This design comes from an exercise in tuning for small area on the open sky130 flow, not from production work. At most, simulation tests tie the RTL to the original design; equivalence was not proved. No activity file was given, so power comes from the tool's default toggle rates.

==> trial 15 <==
// magnitude_wrapper
module magnitude_wrapper(
	input aclk,
	input aresetn,
	input s_i_data_valid,
	output reg s_o_data_ready,
	input [31:0] s_i_data,
	output reg m_o_data_valid,
	input m_i_data_ready,
	output [31:0] m_o_data
    );
	reg start, ack;
	reg f2, f3;
	reg [15:0] a_re, a_im;
	reg [31:0] p;         
	reg [31:0] cn;        
	reg pc_12, cnc_12;
	wire tc_12, cvc_12, cdc_12;
	reg pc_21, cnc_21;
	wire tc_21, cvc_21, cdc_21;
	wire acc = s_i_data_valid & ~ack;
	wire [15:0] xn;       
	wire [31:0] t;        
	wire [31:0] cv;       
	wire [31:0] mo;
	wire [31:0] cd;
	wire sel_re = f2;
	wire f1 = start & ~ack;
	wire sel_im = f1 | f3;
	wire sel_pin = ~ack & ~start;
	wire pm = f1 | (ack & ~f2);
	wire ld_t = m_i_data_ready & f3;
	wire ld_p = m_i_data_ready & ~f3;
	wire hold = ~m_i_data_ready;
	p_a222oi um0 (.a1(sel_re), .a2(a_re[0]), .b1(sel_im), .b2(a_im[0]), .c1(sel_pin), .c2(s_i_data[0]), .y(xn[0]));
	p_a222oi um1 (.a1(sel_re), .a2(a_re[1]), .b1(sel_im), .b2(a_im[1]), .c1(sel_pin), .c2(s_i_data[1]), .y(xn[1]));
	p_a222oi um2 (.a1(sel_re), .a2(a_re[2]), .b1(sel_im), .b2(a_im[2]), .c1(sel_pin), .c2(s_i_data[2]), .y(xn[2]));
	p_a222oi um3 (.a1(sel_re), .a2(a_re[3]), .b1(sel_im), .b2(a_im[3]), .c1(sel_pin), .c2(s_i_data[3]), .y(xn[3]));
	p_a222oi um4 (.a1(sel_re), .a2(a_re[4]), .b1(sel_im), .b2(a_im[4]), .c1(sel_pin), .c2(s_i_data[4]), .y(xn[4]));
  ...
==> flow/config.mk <==
export PLATFORM = sky130hd
export DESIGN_NAME = magnitude_wrapper
export DESIGN_NICKNAME = magnitude_wrapper
export VERILOG_FILES = /design/flow/design.v
export SDC_FILE = /design/flow/constraint.sdc
export NUM_CORES = 4
export LEC_CHECK = 0
export CAP_MARGIN = 20
export CORE_MARGIN = 2
export CORE_UTILIZATION = 40
export SLEW_MARGIN = 20
export SYNTH_HIERARCHICAL = 1
export SYNTH_MINIMUM_KEEP_SIZE = 0
==> flow/constraint.sdc <==
create_clock -name core_clock -period 10.0 [get_ports {aclk}]
set_input_delay 2.0000 -clock core_clock [delete_from_list [all_inputs] [get_ports {aclk}]]
set_output_delay 2.0000 -clock core_clock [all_outputs]
set_load 0.01 [all_outputs]
standard.sh (not shown) runs the stock make flow with config.mk's settings and CLKGATE_MAP_FILE= SYNTH_SCRIPT=/design/flow/synth_recipe.tcl, a recipe that flattens the netlist after the stock synthesis.
==> flow/flow/run.sh <==
#!/bin/bash
# Standard layout, but the port buffers are the smallest plain buffer and
# the clock tree uses smaller buffers without dummy loads.
set -euo pipefail
export BUFFER_PORTS_ARGS="-buffer_cell sky130_fd_sc_hd__buf_1"
export CTS_ARGS="-sink_clustering_enable -repair_clock_nets -dont_use_dummy_load -buf_list sky130_fd_sc_hd__clkbuf_8"
export GPL_KEEP_OVERFLOW=0
bash standard.sh finish > standard_flow.log 2>&1
==> inputs of build 86, as changes to trial 15 <==
--- a/flow/design.v
+++ b/flow/design.v
@@ -44,18 +44,18 @@
 	input m_i_data_ready,
 	output [31:0] m_o_data
     );
 	reg start, ack;
 	reg f2, f3;
 	reg [15:0] a_re, a_im;
 	reg [31:0] p;         
 	reg [31:0] cn;        
-	reg pc_12, cnc_12;
-	wire tc_12, cvc_12, cdc_12;
+	reg pc_13, cnc_13;
+	wire tc_13, cvc_13, cdc_13;
 	reg pc_21, cnc_21;
 	wire tc_21, cvc_21, cdc_21;
 	wire acc = s_i_data_valid & ~ack;
 	wire [15:0] xn;       
 	wire [31:0] t;        
 	wire [31:0] cv;       
 	wire [31:0] mo;
 	wire [31:0] cd;
@@ -110,17 +110,17 @@
 	assign t[24] = s_674;
 	assign t[25] = s_686;
 	assign t[26] = s_698;
 	assign t[27] = s_707;
 	assign t[28] = s_716;
 	assign t[29] = s_722;
 	assign t[30] = s_728;
 	assign t[31] = s_798;
-	assign tc_12 = c_765;
+	assign tc_13 = c_768;
 	assign tc_21 = c_792;
 	p_a222oi uc0 (.a1(ld_t), .a2(t[0]), .b1(ld_p), .b2(p[0]), .c1(hold), .c2(cv[0]), .y(cd[0]));
 	p_inv ui0 (.a(cn[0]), .y(cv[0]));
 	p_a222oi uc1 (.a1(ld_t), .a2(t[1]), .b1(ld_p), .b2(p[1]), .c1(hold), .c2(cv[1]), .y(cd[1]));
 	p_inv ui1 (.a(cn[1]), .y(cv[1]));
 	p_a222oi uc2 (.a1(ld_t), .a2(t[2]), .b1(ld_p), .b2(p[2]), .c1(hold), .c2(cv[2]), .y(cd[2]));
 	p_inv ui2 (.a(cn[2]), .y(cv[2]));
 	p_a222oi uc3 (.a1(ld_t), .a2(t[3]), .b1(ld_p), .b2(p[3]), .c1(hold), .c2(cv[3]), .y(cd[3]));
@@ -176,32 +176,33 @@
 	p_a222oi uc28 (.a1(ld_t), .a2(t[28]), .b1(ld_p), .b2(p[28]), .c1(hold), .c2(cv[28]), .y(cd[28]));
 	p_inv ui28 (.a(cn[28]), .y(cv[28]));
 	p_a222oi uc29 (.a1(ld_t), .a2(t[29]), .b1(ld_p), .b2(p[29]), .c1(hold), .c2(cv[29]), .y(cd[29]));
 	p_inv ui29 (.a(cn[29]), .y(cv[29]));
 	p_a222oi uc30 (.a1(ld_t), .a2(t[30]), .b1(ld_p), .b2(p[30]), .c1(hold), .c2(cv[30]), .y(cd[30]));
 	p_inv ui30 (.a(cn[30]), .y(cv[30]));
 	p_a222oi uc31 (.a1(ld_t), .a2(t[31]), .b1(ld_p), .b2(p[31]), .c1(hold), .c2(cv[31]), .y(cd[31]));
 	p_inv ui31 (.a(cn[31]), .y(cv[31]));
-	p_a222oi ucc12 (.a1(ld_t), .a2(tc_12), .b1(ld_p), .b2(pc_12), .c1(hold), .c2(cvc_12), .y(cdc_12));
-	p_inv uic12 (.a(cnc_12), .y(cvc_12));
+	p_a222oi ucc13 (.a1(ld_t), .a2(tc_13), .b1(ld_p), .b2(pc_13), .c1(hold), .c2(cvc_13), .y(cdc_13));
+	p_inv uic13 (.a(cnc_13), .y(cvc_13));
 	p_a222oi ucc21 (.a1(ld_t), .a2(tc_21), .b1(ld_p), .b2(pc_21), .c1(hold), .c2(cvc_21), .y(cdc_21));
 	p_inv uic21 (.a(cnc_21), .y(cvc_21));
 	assign mo[0] = cv[0];
 	assign mo[1] = cv[1];
 	assign mo[2] = cv[2];
 	assign mo[3] = cv[3];
 	assign mo[4] = cv[4];
 	assign mo[5] = cv[5];
 	assign mo[6] = cv[6];
 	assign mo[7] = cv[7];
 	assign mo[8] = cv[8];
 	assign mo[9] = cv[9];
 	assign mo[10] = cv[10];
 	assign mo[11] = cv[11];
+	assign mo[12] = cv[12];
 	assign m_o_data = mo;
 	wire dg_1;
 	wire dg_3;
 	wire dg_5;
 	wire dg_7;
 	wire dg_9;
 	wire dg_11;
 	wire dg_13;
@@ -686,17 +687,16 @@
 	wire e_820;
 	wire e_822;
 	wire e_824;
 	wire e_826;
 	wire e_828;
 	wire e_830;
 	wire e_832;
 	wire e_834;
-	wire e_836;
   p_inv u2 (.a(xn[0]), .y(dg_1));
   p_inv u4 (.a(xn[1]), .y(dg_3));
   p_inv u6 (.a(xn[2]), .y(dg_5));
   p_inv u8 (.a(xn[3]), .y(dg_7));
   p_inv u10 (.a(xn[4]), .y(dg_9));
   p_inv u12 (.a(xn[5]), .y(dg_11));
   p_inv u14 (.a(xn[6]), .y(dg_13));
   p_inv u16 (.a(xn[7]), .y(dg_15));
@@ -855,17 +855,17 @@
   p_and2 u322 (.a(p[24]), .b(pm), .y(pm_321));
   p_and2 u324 (.a(p[25]), .b(pm), .y(pm_323));
   p_and2 u326 (.a(p[26]), .b(pm), .y(pm_325));
   p_and2 u328 (.a(p[27]), .b(pm), .y(pm_327));
   p_and2 u330 (.a(p[28]), .b(pm), .y(pm_329));
   p_and2 u332 (.a(p[29]), .b(pm), .y(pm_331));
   p_and2 u334 (.a(p[30]), .b(pm), .y(pm_333));
   p_and2 u336 (.a(p[31]), .b(pm), .y(pm_335));
-  p_and2 u338 (.a(pc_12), .b(pm), .y(pmc_337));
+  p_and2 u338 (.a(pc_13), .b(pm), .y(pmc_337));
   p_and2 u340 (.a(pc_21), .b(pm), .y(pmc_339));
   p_fa u343 (.a(pm_277), .b(dg_3), .c(pp_33), .s(s_341), .co(c_342));
   p_fa u346 (.a(pm_279), .b(pp_35), .c(c_342), .s(s_344), .co(c_345));
   p_fa u349 (.a(pm_281), .b(dg_5), .c(pp_37), .s(s_347), .co(c_348));
   p_fa u352 (.a(pp_63), .b(s_347), .c(c_345), .s(s_350), .co(c_351));
   p_fa u355 (.a(pm_283), .b(pp_39), .c(pp_65), .s(s_353), .co(c_354));
   p_fa u358 (.a(c_348), .b(s_353), .c(c_351), .s(s_356), .co(c_357));
   p_fa u361 (.a(pm_285), .b(dg_7), .c(pp_41), .s(s_359), .co(c_360));
@@ -887,28 +887,28 @@
   p_fa u409 (.a(pp_99), .b(c_390), .c(s_401), .s(s_407), .co(c_408));
   p_fa u412 (.a(s_404), .b(c_393), .c(s_407), .s(s_410), .co(c_411));
   p_fa u415 (.a(c_396), .b(s_410), .c(c_399), .s(s_413), .co(c_414));
   p_fa u418 (.a(pm_295), .b(pp_101), .c(pp_123), .s(s_416), .co(c_417));
   p_fa u421 (.a(pp_143), .b(pp_51), .c(pp_77), .s(s_419), .co(c_420));
   p_fa u424 (.a(c_402), .b(c_405), .c(s_416), .s(s_422), .co(c_423));
   p_fa u427 (.a(s_419), .b(c_408), .c(s_422), .s(s_425), .co(c_426));
   p_fa u430 (.a(c_411), .b(s_425), .c(c_414), .s(s_428), .co(c_429));
-  p_fa u433 (.a(pm_297), .b(pmc_337), .c(dg_13), .s(s_431), .co(c_432));
-  p_fa u436 (.a(pp_103), .b(pp_125), .c(pp_145), .s(s_434), .co(c_435));
-  p_fa u439 (.a(pp_163), .b(pp_53), .c(pp_79), .s(s_437), .co(c_438));
-  p_fa u442 (.a(c_417), .b(s_431), .c(c_420), .s(s_440), .co(c_441));
-  p_fa u445 (.a(s_434), .b(s_437), .c(c_423), .s(s_443), .co(c_444));
-  p_fa u448 (.a(s_440), .b(c_426), .c(s_443), .s(s_446), .co(c_447));
-  p_fa u451 (.a(pm_299), .b(pp_105), .c(pp_127), .s(s_449), .co(c_450));
-  p_fa u454 (.a(pp_147), .b(pp_165), .c(pp_55), .s(s_452), .co(c_453));
-  p_fa u457 (.a(pp_81), .b(c_432), .c(c_435), .s(s_455), .co(c_456));
-  p_fa u460 (.a(c_438), .b(s_449), .c(s_452), .s(s_458), .co(c_459));
-  p_fa u463 (.a(c_441), .b(s_455), .c(s_458), .s(s_461), .co(c_462));
-  p_fa u466 (.a(c_444), .b(s_461), .c(c_447), .s(s_464), .co(c_465));
+  p_fa u433 (.a(pm_297), .b(dg_13), .c(pp_103), .s(s_431), .co(c_432));
+  p_fa u436 (.a(pp_125), .b(pp_145), .c(pp_163), .s(s_434), .co(c_435));
+  p_fa u439 (.a(pp_53), .b(pp_79), .c(c_417), .s(s_437), .co(c_438));
+  p_fa u442 (.a(c_420), .b(s_431), .c(s_434), .s(s_440), .co(c_441));
+  p_fa u445 (.a(c_423), .b(s_437), .c(s_440), .s(s_443), .co(c_444));
+  p_fa u448 (.a(c_426), .b(s_443), .c(c_429), .s(s_446), .co(c_447));
+  p_fa u451 (.a(pm_299), .b(pmc_337), .c(pp_105), .s(s_449), .co(c_450));
+  p_fa u454 (.a(pp_127), .b(pp_147), .c(pp_165), .s(s_452), .co(c_453));
+  p_fa u457 (.a(pp_55), .b(pp_81), .c(c_432), .s(s_455), .co(c_456));
+  p_fa u460 (.a(c_435), .b(s_449), .c(s_452), .s(s_458), .co(c_459));
+  p_fa u463 (.a(c_438), .b(s_455), .c(c_441), .s(s_461), .co(c_462));
+  p_fa u466 (.a(s_458), .b(c_444), .c(s_461), .s(s_464), .co(c_465));
   p_fa u469 (.a(pm_301), .b(dg_15), .c(pp_107), .s(s_467), .co(c_468));
   p_fa u472 (.a(pp_129), .b(pp_149), .c(pp_167), .s(s_470), .co(c_471));
   p_fa u475 (.a(pp_183), .b(pp_57), .c(pp_83), .s(s_473), .co(c_474));
   p_fa u478 (.a(c_450), .b(c_453), .c(s_467), .s(s_476), .co(c_477));
   p_fa u481 (.a(s_470), .b(s_473), .c(c_456), .s(s_479), .co(c_480));
   p_fa u484 (.a(c_459), .b(s_476), .c(s_479), .s(s_482), .co(c_483));
   p_fa u487 (.a(c_462), .b(s_482), .c(c_465), .s(s_485), .co(c_486));
   p_fa u490 (.a(pm_303), .b(pp_109), .c(pp_131), .s(s_488), .co(c_489));
@@ -999,58 +999,57 @@
   p_ha u745 (.a(c_741), .b(s_350), .s(s_743), .co(c_744));
   p_ha u748 (.a(c_744), .b(s_356), .s(s_746), .co(c_747));
   p_ha u751 (.a(c_747), .b(s_365), .s(s_749), .co(c_750));
   p_ha u754 (.a(c_750), .b(s_374), .s(s_752), .co(c_753));
   p_ha u757 (.a(c_753), .b(s_386), .s(s_755), .co(c_756));
   p_ha u760 (.a(c_756), .b(s_398), .s(s_758), .co(c_759));
   p_ha u763 (.a(c_759), .b(s_413), .s(s_761), .co(c_762));
   p_ha u766 (.a(c_762), .b(s_428), .s(s_764), .co(c_765));
-  p_ha u769 (.a(s_446), .b(c_429), .s(s_767), .co(c_768));
-  p_ha u772 (.a(s_464), .b(c_768), .s(s_770), .co(c_771));
+  p_ha u769 (.a(c_765), .b(s_446), .s(s_767), .co(c_768));
+  p_ha u772 (.a(s_464), .b(c_447), .s(s_770), .co(c_771));
   p_ha u775 (.a(s_485), .b(c_771), .s(s_773), .co(c_774));
   p_ha u778 (.a(s_506), .b(c_774), .s(s_776), .co(c_777));
   p_fa u781 (.a(s_530), .b(c_507), .c(c_777), .s(s_779), .co(c_780));
   p_fa u784 (.a(c_531), .b(s_551), .c(c_780), .s(s_782), .co(c_783));
   p_fa u787 (.a(c_552), .b(s_572), .c(c_783), .s(s_785), .co(c_786));
   p_fa u790 (.a(c_573), .b(s_590), .c(c_786), .s(s_788), .co(c_789));
   p_fa u793 (.a(s_608), .b(c_591), .c(c_789), .s(s_791), .co(c_792));
   p_xor2 u795 (.a(pm_335), .b(dg_31), .y(s_794));
   p_xor2 u797 (.a(s_794), .b(c_726), .y(s_796));
   p_xor2 u799 (.a(s_796), .b(c_729), .y(s_798));
-  p_ha u801 (.a(cv[12]), .b(cvc_12), .s(mo[12]), .co(e_800));
-  p_ha u803 (.a(cv[13]), .b(e_800), .s(mo[13]), .co(e_802));
-  p_ha u805 (.a(cv[14]), .b(e_802), .s(mo[14]), .co(e_804));
-  p_ha u807 (.a(cv[15]), .b(e_804), .s(mo[15]), .co(e_806));
-  p_ha u809 (.a(cv[16]), .b(e_806), .s(mo[16]), .co(e_808));
-  p_ha u811 (.a(cv[17]), .b(e_808), .s(mo[17]), .co(e_810));
-  p_ha u813 (.a(cv[18]), .b(e_810), .s(mo[18]), .co(e_812));
-  p_ha u815 (.a(cv[19]), .b(e_812), .s(mo[19]), .co(e_814));
-  p_ha u817 (.a(cv[20]), .b(e_814), .s(mo[20]), .co(e_816));
-  p_fa u819 (.a(cv[21]), .b(cvc_21), .c(e_816), .s(mo[21]), .co(e_818));
-  p_ha u821 (.a(cv[22]), .b(e_818), .s(mo[22]), .co(e_820));
-  p_ha u823 (.a(cv[23]), .b(e_820), .s(mo[23]), .co(e_822));
-  p_ha u825 (.a(cv[24]), .b(e_822), .s(mo[24]), .co(e_824));
-  p_ha u827 (.a(cv[25]), .b(e_824), .s(mo[25]), .co(e_826));
-  p_ha u829 (.a(cv[26]), .b(e_826), .s(mo[26]), .co(e_828));
-  p_ha u831 (.a(cv[27]), .b(e_828), .s(mo[27]), .co(e_830));
-  p_ha u833 (.a(cv[28]), .b(e_830), .s(mo[28]), .co(e_832));
-  p_ha u835 (.a(cv[29]), .b(e_832), .s(mo[29]), .co(e_834));
-  p_ha u837 (.a(cv[30]), .b(e_834), .s(mo[30]), .co(e_836));
-  p_xor2 u838 (.a(cv[31]), .b(e_836), .y(mo[31]));
+  p_ha u801 (.a(cv[13]), .b(cvc_13), .s(mo[13]), .co(e_800));
+  p_ha u803 (.a(cv[14]), .b(e_800), .s(mo[14]), .co(e_802));
+  p_ha u805 (.a(cv[15]), .b(e_802), .s(mo[15]), .co(e_804));
+  p_ha u807 (.a(cv[16]), .b(e_804), .s(mo[16]), .co(e_806));
+  p_ha u809 (.a(cv[17]), .b(e_806), .s(mo[17]), .co(e_808));
+  p_ha u811 (.a(cv[18]), .b(e_808), .s(mo[18]), .co(e_810));
+  p_ha u813 (.a(cv[19]), .b(e_810), .s(mo[19]), .co(e_812));
+  p_ha u815 (.a(cv[20]), .b(e_812), .s(mo[20]), .co(e_814));
+  p_fa u817 (.a(cv[21]), .b(cvc_21), .c(e_814), .s(mo[21]), .co(e_816));
+  p_ha u819 (.a(cv[22]), .b(e_816), .s(mo[22]), .co(e_818));
+  p_ha u821 (.a(cv[23]), .b(e_818), .s(mo[23]), .co(e_820));
+  p_ha u823 (.a(cv[24]), .b(e_820), .s(mo[24]), .co(e_822));
+  p_ha u825 (.a(cv[25]), .b(e_822), .s(mo[25]), .co(e_824));
+  p_ha u827 (.a(cv[26]), .b(e_824), .s(mo[26]), .co(e_826));
+  p_ha u829 (.a(cv[27]), .b(e_826), .s(mo[27]), .co(e_828));
+  p_ha u831 (.a(cv[28]), .b(e_828), .s(mo[28]), .co(e_830));
+  p_ha u833 (.a(cv[29]), .b(e_830), .s(mo[29]), .co(e_832));
+  p_ha u835 (.a(cv[30]), .b(e_832), .s(mo[30]), .co(e_834));
+  p_xor2 u836 (.a(cv[31]), .b(e_834), .y(mo[31]));
 	always @(posedge aclk) begin
 		start <= acc | (start & ~ack & aresetn);
 		s_o_data_ready <= acc | (s_o_data_ready & aresetn);
 		ack <= start;
 		f2 <= acc & start;
 		f3 <= f2;
 		if (m_i_data_ready) m_o_data_valid <= ack;
 		else if (!aresetn) m_o_data_valid <= 1'b0;
 		a_re <= s_i_data[15:0];
 		if (acc) a_im <= s_i_data[31:16];
 		p <= t;
 		cn <= cd;
-		pc_12 <= tc_12;
-		cnc_12 <= cdc_12;
+		pc_13 <= tc_13;
+		cnc_13 <= cdc_13;
 		pc_21 <= tc_21;
 		cnc_21 <= cdc_21;
 	end
 endmodule
==> flow/flow/run.sh (replaced) <==
#!/bin/bash
# Standard layout, but the port buffers are the smallest plain buffer and
# the clock tree uses smaller buffers without dummy loads.
set -euo pipefail
export BUFFER_PORTS_ARGS="-buffer_cell sky130_fd_sc_hd__buf_1"
export CTS_ARGS="-sink_clustering_enable -repair_clock_nets -dont_use_dummy_load -buf_list sky130_fd_sc_hd__clkbuf_8"
bash standard.sh finish > standard_flow.log 2>&1
==> inputs of trial 44, as changes to trial 15 <==
==> flow/run.sh (new file) <==
#!/bin/bash
# synth_recipe.tcl (not shown) runs the flow's synth.tcl, then flattens the netlist and writes it again
# the make line also repeats each setting of config.mk as NAME=value (left out here)
make -C /OpenROAD-flow-scripts/flow DESIGN_CONFIG=/design/flow/config.mk WORK_HOME=/design/flow/orfs CLKGATE_MAP_FILE= SYNTH_SCRIPT=/design/flow/synth_recipe.tcl finish
removed: flow/flow/run.sh
removed: flow/standard.sh
==> results.py <==
metrics = {
    "drt": {
        "via_count": 4664,
    },
    "pwr": {
        "pg_clk_w": 0.000217,
    },
    "run_status": {
        "status": "timing/DRC/antenna clean",
    },
    "yosys": {
        "yosys-top-cells-area": "fa_1, dfxtp_1, edfxtp_1, a222oi_1, nor2_1",
        "synth_xor_area_frac": 0.00502,
        "synth_area_per_cell_sq_um": 12.5,
    },
    "critical_path": {
        "slowest_delay_ns": 0.47,
        "crit_slowest_cell": "a222oi_1",
    },
    "place": {
        "hpwlAfterDp_mm": 12.2,
    },
}
-- figures above: build 86

==> results.py <==
metrics = {
    "run_status": {
        "status": "timing/DRC/antenna clean",
    },
    "critical_path": {
        "slowest_delay_ns": 0.46,
        "crit_slowest_cell": "fa_1",
    },
    "yosys": {
        "synth_xor_area_frac": 0.00501,
        "yosys-top-cells-area": "fa_1, dfxtp_1, edfxtp_1, a222oi_1, nor2_1",
    },
    "cts": {
        "cts.clk_slew.worst_paths_ns": 0.08,
    },
    "place": {
        "hpwlAfterDp_mm": 11.9,
    },
    "drt": {
        "via_count": 4732,
    },
}
-- figures above: trial 44

==> results.py <==
metrics = {
    "pwr": {
        "pg_clk_w": 0.000212,
    },
    "critical_path": {
        "crit_slowest_cell": "a222oi_1",
        "slowest_delay_ns": 0.60,
    },
    "yosys": {
        "synth_xor_area_frac": 0.00501,
    },
    "drt": {
        "via_count": 4808,
    },
    "run_status": {
        "status": "timing/DRC/antenna clean",
    },
}
-- figures above: trial 15

Function not checked in build 86: the RTL went through the layout flow alone.

-- afterwards: timing with drivers on the ports --
Ports are ideal in the flow. The routed layouts listed here were re-timed in OpenROAD.
Step 1: set_driving_cell puts a clkbuf_16 on aclk and a buf_2 on each other input, an assumption about the parent block.
Step 2 moves the port delays by t, midway between the first and last clock arrival at a register: inputs arrive t later, outputs are due t later. That takes back most of the time a late clock gives input paths.
a / b / c = no drivers / after step 1 / after step 2; a / b = the first two.
run | shift t [ns] | setup WS [ns] | worst hold slack (ns) | worst setup path at the end
trial 15 | 0.421 | 0.329 / 0.340 / -0.081 | 0.416 / 0.416 / 0.416 | input to register
build 86 | 0.420 | 0.643 / 0.658 / 0.238 | 0.401 / 0.401 / 0.401 | input to register
trial 44 | 0.400 | 0.343 / 0.363 / -0.037 | 0.405 / 0.405 / 0.405 | input to register
With both steps, setup timing fails in trial 15 and trial 44, where it was met with ideal ports. The setup slack of trial 15, which loses most, moves by +0.011 ns with the drivers and by -0.410 ns with both steps.
